From an optimization exercise on the open Yosys and OpenROAD flow, aimed at small area; shortcuts taken in it are not production practice. RTL that was checked went through simulation tests only; none was proved equivalent to the original. Power and IR drop assume default switching activity.

==> trial 70 <==
## getPixel
module getPixel(
    input clk,
    input hstep,      
    input reset,
    input valid,
    input [1:0] song,
    input block_type,
    input press,
    input [9:0] progress,
    input [4:0] x, y,
    input [9:0] h_cnt, v_cnt,
    input [15:0] head_x, head_y,
    input [15:0] scroll_x_in, scroll_y_in,
    input tips_display,
    input tips_display_over,
    output reg [3:0] r,
    output reg [3:0] g,
    output reg [3:0] b
    );
    reg [255:0] bx, by;
    reg [15:0] bv, bf;
    wire push = hstep & press;
    wire pushn = ~push;
    always @(posedge clk or posedge reset) begin
        if (reset)
            bv <= 16'd0;
        else if (push)
            bv <= {bv[14:0], 1'b1};
    end
    wire [255:0] nbx, nby;
    genvar k;
    generate
        for (k = 0; k < 256; k = k + 1) begin : hold
            trail_hold hx(.e(push), .en(pushn), .d(k < 16 ? head_x[k % 16] : bx[(k + 240) % 256]), .q(bx[k]), .y(nbx[k]));
            trail_hold hy(.e(push), .en(pushn), .d(k < 16 ? head_y[k % 16] : by[(k + 240) % 256]), .q(by[k]), .y(nby[k]));
        end
    endgenerate
    wire [15:0] nbf;
    wire f_head = ((|head_x[15:3]) | (&head_x[2:0])) & ((|head_y[15:3]) | (&head_y[2:0]));
    generate
        for (k = 0; k < 16; k = k + 1) begin : holdf
            trail_hold hf(.e(push), .en(pushn), .d(k == 0 ? f_head : bf[(k + 15) % 16]), .q(bf[k]), .y(nbf[k]));
        end
    endgenerate
    always @(posedge clk) begin
  ...
==> flow/config.mk <==
export PLATFORM = sky130hd
export DESIGN_NAME = getPixel
export DESIGN_NICKNAME = getPixel
export VERILOG_FILES = /design/flow/design.v
export SDC_FILE = /design/flow/constraint.sdc
export NUM_CORES = 8
export LEC_CHECK = 0
export CAP_MARGIN = 20
export CORE_MARGIN = 2
export CORE_UTILIZATION = 40
export GPL_TIMING_DRIVEN = 0
export SETUP_SLACK_MARGIN = 0.3
export SLEW_MARGIN = 20
export SYNTH_HIERARCHICAL = 1
export SYNTH_MEMORY_MAX_BITS = 131072
==> flow/constraint.sdc <==
create_clock -name core_clock -period 20.0 [get_ports {clk}]
set_input_delay 4.0000 -clock core_clock [delete_from_list [all_inputs] [get_ports {clk}]]
set_output_delay 4.0000 -clock core_clock [all_outputs]
set_load 0.01 [all_outputs]
standard.sh (not shown) runs the stock make flow with config.mk's settings and CLKGATE_MAP_FILE= SYNTH_SCRIPT=/design/flow/synth_recipe.tcl, a recipe that flattens the netlist after the stock synthesis.
==> flow/flow/run.sh <==
#!/bin/bash
# The standard layout (standard.sh) with these changes:
#  - synthesis: Yosys's abc maps with flow/abc.script (area-oriented), then every
#    combinational cell is set to its smallest drive (flow/downsize.txt); the later
#    repair steps size cells up where timing, slew or capacitance need it
#  - ports are buffered with buf_1 cells (BUFFER_PORTS_ARGS)
#  - CTS without dummy loads, with the buffers in CTS_BUFS and the clustering in CTS_EXTRA
#  - MAKE_EXTRA: further ORFS variables for the make call; ADDER_MAP_FILE= skips
#    extract_fa (adders are left to abc like the rest of the logic)
# Each tool's full output is in the ORFS logs under orfs/logs; make's output in make_finish.log.
set -euo pipefail
W=$PWD
F=$W/flow
CTS_BUFS="sky130_fd_sc_hd__clkbuf_8"
CTS_EXTRA="-sink_clustering_size 16 -sink_clustering_max_diameter 60"
MAKE_EXTRA="ADDER_MAP_FILE="
{
  echo "log_cmd abc -script $F/abc.script {*}[lrange \$abc_args 2 end]"
  while IFS=: read -r from to; do
    [ -n "$from" ] && echo "chtype -map sky130_fd_sc_hd__$from sky130_fd_sc_hd__$to"
  done < "$F/downsize.txt"
} > "$W/abc_step.tcl"
# ORFS synth.tcl with only the abc call replaced
sed 's#^\(\s*\)log_cmd abc {\*}\$abc_args#\1source '"$W"'/abc_step.tcl#' \
    "$FLOW_HOME/scripts/synth.tcl" > "$W/synth_core.tcl"
grep -q "abc_step.tcl" "$W/synth_core.tcl"
sed 's#source \$::env(SCRIPTS_DIR)/synth.tcl#source '"$W"'/synth_core.tcl#' synth_recipe.tcl > "$W/my_synth.tcl"
grep -q "synth_core.tcl" "$W/my_synth.tcl"
sed -e 's#SYNTH_SCRIPT=[^ ]*#SYNTH_SCRIPT='"$W"'/my_synth.tcl#' \
    -e 's#make -C #make BUFFER_PORTS_ARGS="-buffer_cell sky130_fd_sc_hd__buf_1" CTS_ARGS="-sink_clustering_enable -repair_clock_nets -dont_use_dummy_load -buf_list {'"$CTS_BUFS"'} '"$CTS_EXTRA"'" '"$MAKE_EXTRA"' -C #' \
    standard.sh > "$W/my_standard.sh"
grep -q "my_synth.tcl" "$W/my_standard.sh"
grep -q "BUFFER_PORTS_ARGS" "$W/my_standard.sh"
bash "$W/my_standard.sh" finish > "$W/make_finish.log" 2>&1
Other scripts of this flow, unchanged in this note and not shown: flow/flow/abc.script, flow/flow/downsize.txt
==> inputs of build 55, as changes to trial 70 <==
--- a/flow/design.v
+++ b/flow/design.v
@@ -14,26 +14,33 @@
     input [15:0] scroll_x_in, scroll_y_in,
     input tips_display,
     input tips_display_over,
     output reg [3:0] r,
     output reg [3:0] g,
     output reg [3:0] b
     );
+    genvar k;
     reg [255:0] bx, by;
-    reg [15:0] bv, bf;
+    reg [15:0] bf;
+    reg [4:0] nv;
     wire push = hstep & press;
     wire pushn = ~push;
     always @(posedge clk or posedge reset) begin
         if (reset)
-            bv <= 16'd0;
-        else if (push)
-            bv <= {bv[14:0], 1'b1};
+            nv <= 5'd0;
+        else if (push && !nv[4])
+            nv <= nv + 5'd1;
     end
+    wire [15:0] bv;
+    generate
+        for (k = 0; k < 16; k = k + 1) begin : pushed
+            assign bv[k] = nv > k;
+        end
+    endgenerate
     wire [255:0] nbx, nby;
-    genvar k;
     generate
         for (k = 0; k < 256; k = k + 1) begin : hold
             trail_hold hx(.e(push), .en(pushn), .d(k < 16 ? head_x[k % 16] : bx[(k + 240) % 256]), .q(bx[k]), .y(nbx[k]));
             trail_hold hy(.e(push), .en(pushn), .d(k < 16 ? head_y[k % 16] : by[(k + 240) % 256]), .q(by[k]), .y(nby[k]));
         end
     endgenerate
     wire [15:0] nbf;
PLACE_DENSITY = 0.75   (was unset)
==> inputs of build 40, as changes to trial 70 <==
PLACE_DENSITY = 0.75   (was unset)
==> run summary <==
quantity	trial 70	build 55	build 40
Mean number of vias per cell	6.86	6.89	6.85
# diodes	3	20	7
Worst IR Drop VDD	0.0640 mV	0.0610 mV	0.0567 mV
M2 GR Usage	52.7%	52.3%	52.7%
Total of plain and repair buffers excluding clock buffers	199	198	190
Final setup margin	0.702 ns	1.35 ns	1.26 ns
Layout sequential cell count	587	576	587
Final standard cell utilization of the core	44.9%	45.1%	44.8%
Mapped cell area	0.0407 sq mm	0.0405 sq mm	0.0407 sq mm
Sequential cell area	0.0120 sq mm	0.0117 sq mm	0.0120 sq mm
Tap cells	1,368	1,357	1,368
Complex-gate fraction of the synthesized area	27.4%	27.9%	27.4%
Met3 Usage GRT	8.00%	9.64%	9.16%
Multi-input gate count	3,993	4,024	3,993
Number of global-route vias before repair	40,300	41,400	41,100
Area of the die	0.104 sq mm	0.104 sq mm	0.104 sq mm
Endpoint of the most critical register-to-register path	cq[0]	rq[0]	fyq[2]
Initial Util	40.2%	40.4%	40.2%
Final routed wirelength across all metal layers	195,000 microns	186,000 microns	188,000 microns
Reg-to-reg setup timing slack	9.37 ns	9.78 ns	9.96 ns
Total internal power	0.00241 W	0.00235 W	0.00239 W
Multiplexer area fraction after synthesis	0.492%	0.154%	0.492%
Crit. path cell count	28	32	29
Max transition margin	11.7%	12.1%	10.8%
Chip width	323 microns	322 microns	323 microns
Outcome	no timing/DRC/antenna violations	no timing/DRC/antenna violations	no timing/DRC/antenna violations
WL met2	80,700 microns	78,600 microns	79,900 microns
For trial 70 and build 40, only the layout was checked, not whether the RTL still works.

[what the ideal ports hide]
In the flow no input, the clock included, has a driving cell. The finished layouts below were timed again as built, in two steps. Step 1 (the two cells are an assumption about what drives the block):
set clk [get_ports {clk}]
set_driving_cell -lib_cell sky130_fd_sc_hd__clkbuf_16 $clk
set_driving_cell -lib_cell sky130_fd_sc_hd__buf_2 [delete_from_list [all_inputs] $clk]
Step 2 also shifts input and output timing later by t, the mid clock arrival at the registers, as if the neighbouring blocks saw the same clock. Slacks: no drivers / after step 1 / after step 2; pairs: no drivers / after step 1.
| run | t, ns | slack for setup (ns) | worst setup path at the end |
|---|---|---|---|
| trial 70 | 0.802 | 0.702 / 0.671 / 0.671 | input to output |
| build 55 | 0.748 | 1.348 / 1.308 / 1.308 | input to output |
| build 40 | 0.758 | 1.255 / 1.222 / 1.222 | input to output |
After both steps setup and hold are still met in every run listed. For build 55, which loses most, drivers alone change the setup slack by -0.040 ns; drivers and shift together by -0.040 ns.
